This is an optimization exercise on Yosys and OpenROAD, whose aim is small area, a short achievable clock period and few clock cycles per item, not a production implementation. Power and IR drop assume default switching activity.

==> module bnn_layer0, before the edit <==
module bnn_layer0 (
    input  wire        clk,
    input  wire        reset_n,
    input  wire        i_run,
    output wire        o_idle,
    output wire        o_done,
    output wire [6:0]  addr_input,
    output wire        ce_input,
    input  wire [27:0] q_input,
    output wire [1:0]  addr_weight,
    output wire        ce_weight,
    input  wire [26:0] q_weight,
    output wire [6:0]  addr_output,
    output wire        we_output,
    output wire [25:0] d_output
);
localparam LAT = 2;               
localparam END = 88 + LAT;        
reg        busy;
reg  [6:0] cnt;                   
reg  [1:0] m3;                    
reg        ce_in;
reg  [6:0] a_in;
reg  [1:0] rch;
reg        we;
reg  [6:0] a_out;
reg  [1:0] och;
reg        done;
wire start = i_run & ~busy;
always @(posedge clk or negedge reset_n) begin
    if (!reset_n) begin
        busy  <= 1'b0;
        cnt   <= 7'd0;
        m3    <= 2'd0;
        ce_in <= 1'b0;
        we    <= 1'b0;
        done  <= 1'b0;
    end else begin
        done <= busy && (cnt == END);
        if (start) begin
            busy <= 1'b1;
            cnt  <= 7'd1;
            m3   <= 2'd1;
        end else if (busy) begin
            cnt <= cnt + 7'd1;
            m3  <= (m3 == 2'd2) ? 2'd0 : m3 + 2'd1;
            if (cnt == END) busy <= 1'b0;
        end
        ce_in <= start | (busy && (cnt <= 7'd83));
        we <= busy && (cnt >= 10 + LAT) && (cnt <= 87 + LAT);
    end
end
wire nidle;
bnn_idle u_idle (
    .clk     (clk),
    .reset_n (reset_n),
    .d       (busy ? (cnt != END) : i_run),
    .q       (nidle)
);
always @(posedge clk) begin
    if (start) begin
        a_in <= 7'd0;
        rch  <= 2'd0;
    end else if (ce_in) begin
        if (rch == 2'd2) begin
            rch  <= 2'd0;
            a_in <= a_in - 7'd55;
        end else begin
            rch  <= rch + 2'd1;
            a_in <= a_in + 7'd28;
        end
    end
    if (start) begin
        a_out <= 7'd0;
        och   <= 2'd0;
    end else if (we) begin
        if (och == 2'd2) begin
            och   <= 2'd0;
            a_out <= a_out - 7'd51;
        end else begin
            och   <= och + 2'd1;
            a_out <= a_out + 7'd26;
        end
    end
end
assign o_idle      = ~nidle;
assign o_done      = done;
assign addr_input  = a_in;
assign ce_input    = ce_in;
assign addr_weight = m3;
assign ce_weight   = busy;
assign addr_output = a_out;
assign we_output   = we;
reg [27:0] qd1, qd2;              
always @(posedge clk) begin
    qd1 <= q_input;
    qd2 <= qd1;
end
reg [27:0] win [0:8];
wire ld = busy && (m3 == 2'd1);   
always @(posedge clk) begin
    if (ld) begin
        win[0] <= win[1]; win[1] <= win[2]; win[2] <= qd2;
        win[3] <= win[4]; win[4] <= win[5]; win[5] <= qd1;
        win[6] <= win[7]; win[7] <= win[8]; win[8] <= q_input;
    end
end
reg [26:0] w_reg;                 
always @(posedge clk) w_reg <= q_weight;
wire [25:0] res;
genvar h, s;
generate
    for (h = 0; h < 2; h = h + 1) begin : g_half
        wire [134:0] ws;
        for (s = 0; s < 9; s = s + 1) begin : g_s
            assign ws[s*15 +: 15] = win[s][27 - 13*h -: 15];
        end
        bnn_half u_half (
            .clk      (clk),
            .ws       (ws),
            .w_reg    (w_reg),
            .res      (res[25 - 13*h -: 13])
        );
    end
endgenerate
reg [25:0] d_out;
always @(posedge clk) d_out <= res;
assign d_output = d_out;
endmodule
==> module bnn_half, before the edit <==
module bnn_half (
    input  wire         clk,
    input  wire [134:0] ws,
    input  wire [26:0]  w_reg,
    output wire [12:0]  res
);
genvar j, s, k;
generate
    for (j = 0; j < 13; j = j + 1) begin : g_col
        wire [26:0] d, w;
        for (s = 0; s < 9; s = s + 1) begin : g_s
            for (k = 0; k < 3; k = k + 1) begin : g_k
                assign d[s*3 + k] = ws[s*15 + 14 - j - k];
                assign w[s*3 + k] = w_reg[26 - (s*3 + k)];
            end
        end
        bnn_col u_col (.clk(clk), .d(d), .w(w), .o(res[12 - j]));
    end
endgenerate
endmodule
==> module bnn_col, before the edit <==
module bnn_col (
    input  wire        clk,
    input  wire [26:0] d,
    input  wire [26:0] w,
    output wire        o
);
wire [26:0] m = d ^ w;
wire [8:0] s1, c1;                
wire [2:0] as_, ac, bs, bc;       
genvar i;
generate
    for (i = 0; i < 9; i = i + 1) begin : g_l1
        bnn_fa u_fa (.a(m[3*i]), .b(m[3*i+1]), .c(m[3*i+2]), .s(s1[i]), .co(c1[i]));
    end
    for (i = 0; i < 3; i = i + 1) begin : g_l2
        bnn_fa u_fa1 (.a(s1[3*i]), .b(s1[3*i+1]), .c(s1[3*i+2]), .s(as_[i]), .co(ac[i]));
        bnn_fa u_fa2 (.a(c1[3*i]), .b(c1[3*i+1]), .c(c1[3*i+2]), .s(bs[i]), .co(bc[i]));
    end
endgenerate
wire x0 = (as_[0] & as_[1]) | (as_[0] & as_[2]) | (as_[1] & as_[2]);
wire y_s, y_c, z_s, z_c, u_s, u_c;
bnn_fa u_y (.a(ac[0]), .b(ac[1]), .c(ac[2]), .s(y_s), .co(y_c));
bnn_fa u_z (.a(bs[0]), .b(bs[1]), .c(bs[2]), .s(z_s), .co(z_c));
bnn_fa u_u (.a(bc[0]), .b(bc[1]), .c(bc[2]), .s(u_s), .co(u_c));
reg [2:0] ra, rb;                 
reg       rc;                     
always @(posedge clk) begin
    ra <= {x0, y_s, z_s};
    rb <= {y_c, z_c, u_s};
    rc <= u_c;
end
wire a_ge1 = |ra;
wire a_eq3 = &ra;
wire b_ge1 = |rb;
wire b_ge2 = (rb[0] & rb[1]) | (rb[0] & rb[2]) | (rb[1] & rb[2]);
wire b_eq3 = &rb;
wire ge = (rc & (b_ge2 | (b_ge1 & a_ge1) | a_eq3))
        | (b_eq3 & a_ge1)
        | (b_ge2 & a_eq3);
assign o = ~ge;
endmodule
export LEC_CHECK = 0
export CAP_MARGIN = 20
export CORE_MARGIN = 2
export CORE_UTILIZATION = 40
export CTS_CLUSTER_DIAMETER = 80
export CTS_CLUSTER_SIZE = 20
export PLACE_DENSITY = 0.6
export SETUP_SLACK_MARGIN = 3.6
export SLEW_MARGIN = 20
export SYNTH_HIERARCHICAL = 1
export SYNTH_MINIMUM_KEEP_SIZE = 0
create_clock -name core_clock -period 6.0 [get_ports {clk}]
run.sh (not shown) runs the stock make flow with config.mk's settings and CLKGATE_MAP_FILE= SYNTH_SCRIPT=/design/flow/synth_recipe.tcl, a recipe that flattens the netlist after the stock synthesis.
The first run completed without violations.
Rerun with:
--- a/flow/design.v
+++ b/flow/design.v
@@ -105,8 +105,6 @@
         win[6] <= win[7]; win[7] <= win[8]; win[8] <= q_input;
     end
 end
-reg [26:0] w_reg;                 
-always @(posedge clk) w_reg <= q_weight;
 wire [25:0] res;
 genvar h, s;
 generate
@@ -118,7 +116,7 @@
         bnn_half u_half (
             .clk      (clk),
             .ws       (ws),
-            .w_reg    (w_reg),
+            .q_weight (q_weight),
             .res      (res[25 - 13*h -: 13])
         );
     end
@@ -141,9 +139,11 @@
 module bnn_half (
     input  wire         clk,
     input  wire [134:0] ws,
-    input  wire [26:0]  w_reg,
+    input  wire [26:0]  q_weight,
     output wire [12:0]  res
 );
+reg [26:0] w_reg;                 
+always @(posedge clk) w_reg <= q_weight;
 genvar j, s, k;
 generate
     for (j = 0; j < 13; j = j + 1) begin : g_col
@@ -177,24 +177,24 @@
         bnn_fa u_fa2 (.a(c1[3*i]), .b(c1[3*i+1]), .c(c1[3*i+2]), .s(bs[i]), .co(bc[i]));
     end
 endgenerate
-wire x0 = (as_[0] & as_[1]) | (as_[0] & as_[2]) | (as_[1] & as_[2]);
+reg [2:0] r_as, r_ac, r_bs, r_bc;
+always @(posedge clk) begin
+    r_as <= as_;
+    r_ac <= ac;
+    r_bs <= bs;
+    r_bc <= bc;
+end
+wire x0 = (r_as[0] & r_as[1]) | (r_as[0] & r_as[2]) | (r_as[1] & r_as[2]);
 wire y_s, y_c, z_s, z_c, u_s, u_c;
-bnn_fa u_y (.a(ac[0]), .b(ac[1]), .c(ac[2]), .s(y_s), .co(y_c));
-bnn_fa u_z (.a(bs[0]), .b(bs[1]), .c(bs[2]), .s(z_s), .co(z_c));
-bnn_fa u_u (.a(bc[0]), .b(bc[1]), .c(bc[2]), .s(u_s), .co(u_c));
-reg [2:0] ra, rb;                 
-reg       rc;                     
-always @(posedge clk) begin
-    ra <= {x0, y_s, z_s};
-    rb <= {y_c, z_c, u_s};
-    rc <= u_c;
-end
-wire a_ge1 = |ra;
-wire a_eq3 = &ra;
-wire b_ge1 = |rb;
-wire b_ge2 = (rb[0] & rb[1]) | (rb[0] & rb[2]) | (rb[1] & rb[2]);
-wire b_eq3 = &rb;
-wire ge = (rc & (b_ge2 | (b_ge1 & a_ge1) | a_eq3))
+bnn_fa u_y (.a(r_ac[0]), .b(r_ac[1]), .c(r_ac[2]), .s(y_s), .co(y_c));
+bnn_fa u_z (.a(r_bs[0]), .b(r_bs[1]), .c(r_bs[2]), .s(z_s), .co(z_c));
+bnn_fa u_u (.a(r_bc[0]), .b(r_bc[1]), .c(r_bc[2]), .s(u_s), .co(u_c));
+wire a_ge1 = x0 | y_s | z_s;
+wire a_eq3 = x0 & y_s & z_s;
+wire b_ge1 = y_c | z_c | u_s;
+wire b_ge2 = (y_c & z_c) | (y_c & u_s) | (z_c & u_s);
+wire b_eq3 = y_c & z_c & u_s;
+wire ge = (u_c & (b_ge2 | (b_ge1 & a_ge1) | a_eq3))
         | (b_eq3 & a_ge1)
         | (b_ge2 & a_eq3);
 assign o = ~ge;
- via count is higher by about 4.6%
- final cell count rises by 5.2%
- routed wire length goes down by about 11%
- power goes down by about 2%
- sequential power climbs by about 20%
- worst hold slack improved by 0.016 ns
- non-clock buffer count decreases by 119
- combinational power shrinks by about 16%
- area after synthesis grows by 12%
- cell area went down by about 3%
- synthesized cell count goes up by about 8%
- sequential cell count went up by 157
- global-route usage went down by 4.8 points
- worst setup slack gains 0.069 ns
No functional check of the RTL was part of any run of this note.

## separate check: timing with driven ports
How much do the figures lean on ideal ports? The routed layouts below were timed once more, with nothing changed but the port constraints. Step 1 sets driving cells, clkbuf_16 on the clock port and buf_2 on the other inputs (assumed; they add their load-dependent delay and slew). Step 2 adds t to the input delays and takes it off the output delays; t is the mean of the earliest and latest rising clock arrival at the registers after step 1. Input paths then give back, and output paths get back, about the clock's delay inside the block. Slacks: ideal ports / drivers / drivers and shift; pairs: ideal ports / drivers.
| run | t, ns | slack for setup (ns) | worst setup path at the end | worst register clock-pin slew, ns |
|---|---|---|---|---|
| the first run | 0.665 | 3.529 / 3.529 / 3.171 | input to register | 0.10 / 0.10 |
| the second run | 0.665 | 3.599 / 3.536 / 3.403 | input to register | 0.09 / 0.09 |
After both steps every run listed still meets setup and hold. The setup slack of the first run, which loses most, moves by 0.000 ns with the drivers and by -0.358 ns with both steps.
